This is an optimization exercise on Yosys and OpenROAD, whose aim is small area, a short achievable clock period and few clock cycles, not a production implementation. RTL that was checked went through simulation tests only; none was proved equivalent to the original. Power and IR drop assume default switching activity.

sierra:
// LCD_CTRL
module LCD_CTRL(
    input clk, cmd_valid, reset,
    input [3:0] cmd,
    input [7:0] IROM_Q,
    output IRAM_valid, IROM_rd, busy, done,
    output [5:0] IROM_A,
    output [5:0] IRAM_A,
    output [7:0] IRAM_D
);
Settings: LEC_CHECK=0, ABC_AREA=1, CAP_MARGIN=20, CORE_MARGIN=2, CORE_UTILIZATION=55, CTS_CLUSTER_DIAMETER=110, CTS_CLUSTER_SIZE=27, SLEW_MARGIN=20, SYNTH_HIERARCHICAL=1; clock period 10.0 ns.
standard.sh (not shown) runs the stock make flow with config.mk's settings and CLKGATE_MAP_FILE= SYNTH_SCRIPT=/design/flow/synth_recipe.tcl, a recipe that flattens the netlist after the stock synthesis.
==> flow/flow/run.sh <==
#!/bin/bash
# The standard layout with three changes: plain buffers on the ports; in the otherwise standard
# (hierarchical) synthesis, the pixel banks (module lcd_bank) are mapped by an area-oriented ABC
# script (flow/bank.script) and the rest by the standard one; timing repair aiming for a setup
# slack of 7 ns at the 10 ns clock.
set -euo pipefail
here=$(pwd)
cat > own_synth.tcl <<EOF2
proc abc {args} {
  set i [lsearch -exact \$args -script]
  set a2 \$args
  lset a2 [expr {\$i + 1}] $here/flow/bank.script
  yosys abc {*}\$a2 lcd_bank
  yosys abc {*}\$args LCD_CTRL
}
EOF2
cat synth_recipe.tcl >> own_synth.tcl
export BUFFER_PORTS_ARGS="-buffer_cell sky130_fd_sc_hd__buf_4"
bash standard.sh SYNTH_SCRIPT=$here/own_synth.tcl SETUP_SLACK_MARGIN=7 finish > standard.log 2>&1
==> flow/flow/bank.script <==
strash
dch
amap
topo
stime -c
Testbench counts of sierra, summed over its fixed seeds: cycles 11,201.
## Diff of input files: raven against sierra
- CTS_CLUSTER_DIAMETER: 110 -> 100
- CTS_CLUSTER_SIZE: 27 -> 24
Findings:
In summary, raven completed successfully, with a layout that passed the timing, design-rule and antenna checks.
sierra did not stop at any stage, and its layout met the timing, design-rule and antenna checks.
Compared to sierra, the routing of raven uses less wire.
sierra → raven: number of ordinary and repair buffers in the finished layout moved down, clock latency of the later-clocked register in the worst-skew pair now smaller, met1 track demand over resource in global routing closely matched the old numbers.
The final reports for raven and sierra show starting DRC count in detailed routing higher in the former.
What pepper does differently from raven at the input level:
- putting TNS_END_PERCENT at 10 where nothing was set
==> summary.txt <==
Lower global-route usage was reported by raven, not pepper. Cell area | pepper vs raven | pepper smaller. Re total power divided by cell area: pepper is about 1.7% down on raven. Summary of the comparison: met1 routing resource usage after global routing is higher in pepper, relative to raven. Summary of pepper over raven: power -about 2%; timing-limited maximum frequency -0.31%; hold slack -0.0072 ns.
Setup changes, pepper to delta
- clearing TNS_END_PERCENT, which used to be 10
--- a/flow/flow/run.sh
+++ b/flow/flow/run.sh
@@ -3,5 +3,5 @@
 # (hierarchical) synthesis, the pixel banks (module lcd_bank) are mapped by an area-oriented ABC
 # script (flow/bank.script) and the rest by the standard one; timing repair aiming for a setup
-# slack of 7 ns at the 10 ns clock.
+# slack of 6.9 ns at the 10 ns clock.
 set -euo pipefail
 here=$(pwd)
@@ -17,3 +17,3 @@
 cat synth_recipe.tcl >> own_synth.tcl
 export BUFFER_PORTS_ARGS="-buffer_cell sky130_fd_sc_hd__buf_4"
-bash standard.sh SYNTH_SCRIPT=$here/own_synth.tcl SETUP_SLACK_MARGIN=7 finish > standard.log 2>&1
+bash standard.sh SYNTH_SCRIPT=$here/own_synth.tcl SETUP_SLACK_MARGIN=6.9 finish > standard.log 2>&1
--- outcome ---
pepper has lower hold slack than delta.
delta against pepper: internal power contribution has decreased, leakage power figure has decreased, routed wire length has increased, setup slack after layout has increased.
Summary — worst-case vdd ir drop, delta relative to pepper: higher, by 26%.

Another version of the RTL of LCD_CTRL (not shown whole).
For scale: about 3100 cells after synthesis, about 39 I/O pins.
==> flow/config.mk <==
export PLATFORM = sky130hd
export DESIGN_NAME = LCD_CTRL
export DESIGN_NICKNAME = LCD_CTRL
export VERILOG_FILES = /design/flow/design.v
export SDC_FILE = /design/flow/constraint.sdc
export NUM_CORES = 8
export LEC_CHECK = 0
export ABC_AREA = 1
export CAP_MARGIN = 20
export CORE_MARGIN = 2
export CORE_UTILIZATION = 30
export CTS_BUF_LIST = sky130_fd_sc_hd__clkbuf_8
export SLEW_MARGIN = 20
==> flow/constraint.sdc <==
create_clock -name core_clock -period 10.0 [get_ports {clk}]
set_input_delay 2.0000 -clock core_clock [delete_from_list [all_inputs] [get_ports {clk}]]
set_output_delay 2.0000 -clock core_clock [all_outputs]
set_load 0.01 [all_outputs]
==> flow/flow/run.sh <==
#!/bin/bash
# The standard layout, with timing repair aiming for a setup slack of 7.5 ns at the 10 ns clock.
set -euo pipefail
bash standard.sh SETUP_SLACK_MARGIN=7.5 finish > standard.log 2>&1
Then changed:
==> flow/flow/run.sh (replaced) <==
#!/bin/bash
# The standard layout, with timing repair aiming for a setup slack of 7 ns at the 10 ns clock.
set -euo pipefail
bash standard.sh SETUP_SLACK_MARGIN=7 finish > standard.log 2>&1
CTS_BUF_LIST = default   (was sky130_fd_sc_hd__clkbuf_8)
Utilization fell by 2.9 points.
Hold slack barely changes.
Via count falls by a few percent.
Worst setup slack improves by 86 ps.
Clock skew falls by 35 ps.
Total power rose by a few percent.
Then changed:
CORE_UTILIZATION = 55   (was 30)
Result: Routed wire length increases by 3.8%. Design area decreases by 0.75%. Register-to-register slack got worse by 20 ps. First-iteration DRC count increases by 20%. Clock-buffer cell count decreases by 3. Die area decreases by 45%. Total power increases by 0.42%. Area after synthesis stays the same. Utilization increases by 30 points.
Then changed:
CORE_UTILIZATION = 30   (was 55)
CTS_BUF_LIST = sky130_fd_sc_hd__clkbuf_8   (was default)
Result: Final area went up by 1.1%. Via count went down by 2.1%. Core utilization went down by 30 points. Wire length went down by 3.8%. Setup slack degrades by 69 ps. Count of clock-buffer cells in the layout went up by 25. Synthesized cell count does not change. Area after synthesis stays the same. Hold slack stays flat.
Function was not checked in any run of this note: the RTL went through the layout flow alone.

## re-timing with driven ports
The flow's constraints put no driver on any port. The routed layouts listed below were extracted and timed again, unchanged, in two steps. Step 1 (the two cells are an assumption about what drives the block):
set clk [get_ports {clk}]
set_driving_cell -lib_cell sky130_fd_sc_hd__clkbuf_16 $clk
set_driving_cell -lib_cell sky130_fd_sc_hd__buf_2 [delete_from_list [all_inputs] $clk]
Step 2 adds t to the input delays and takes it off the output delays; t is the mean of the earliest and latest rising clock arrival at the registers after step 1. Input paths then give back, and output paths get back, about the clock's delay inside the block. Three values: ideal, step 1, step 2; two values: the first two.
run | t (ns) | setup WS [ns] | slew at the worst register clock pin (ns) | pins driven straight from the clock port
sierra | 0.704 | 6.793 / 6.727 / 6.275 | 0.12 / 0.12 | 1
raven | 0.644 | 6.848 / 6.784 / 6.312 | 0.11 / 0.11 | 1
pepper | 0.645 | 6.839 / 6.785 / 6.235 | 0.10 / 0.10 | 1
delta | 0.645 | 6.852 / 6.787 / 6.255 | 0.10 / 0.10 | 1
the first run of note 2 | 0.785 | 6.616 / 6.554 / 6.474 | 0.07 / 0.07 | 1
the second run of note 2 | 0.674 | 6.702 / 6.683 / 6.267 | 0.06 / 0.06 | 1
the third run of note 2 | 0.675 | 6.686 / 6.686 / 6.272 | 0.06 / 0.06 | 1
the fourth run of note 2 | 0.780 | 6.617 / 6.561 / 6.211 | 0.07 / 0.07 | 1
After both steps every run listed still meets setup and hold. For pepper, which loses most, drivers alone change the setup slack by -0.054 ns; drivers and shift together by -0.604 ns.
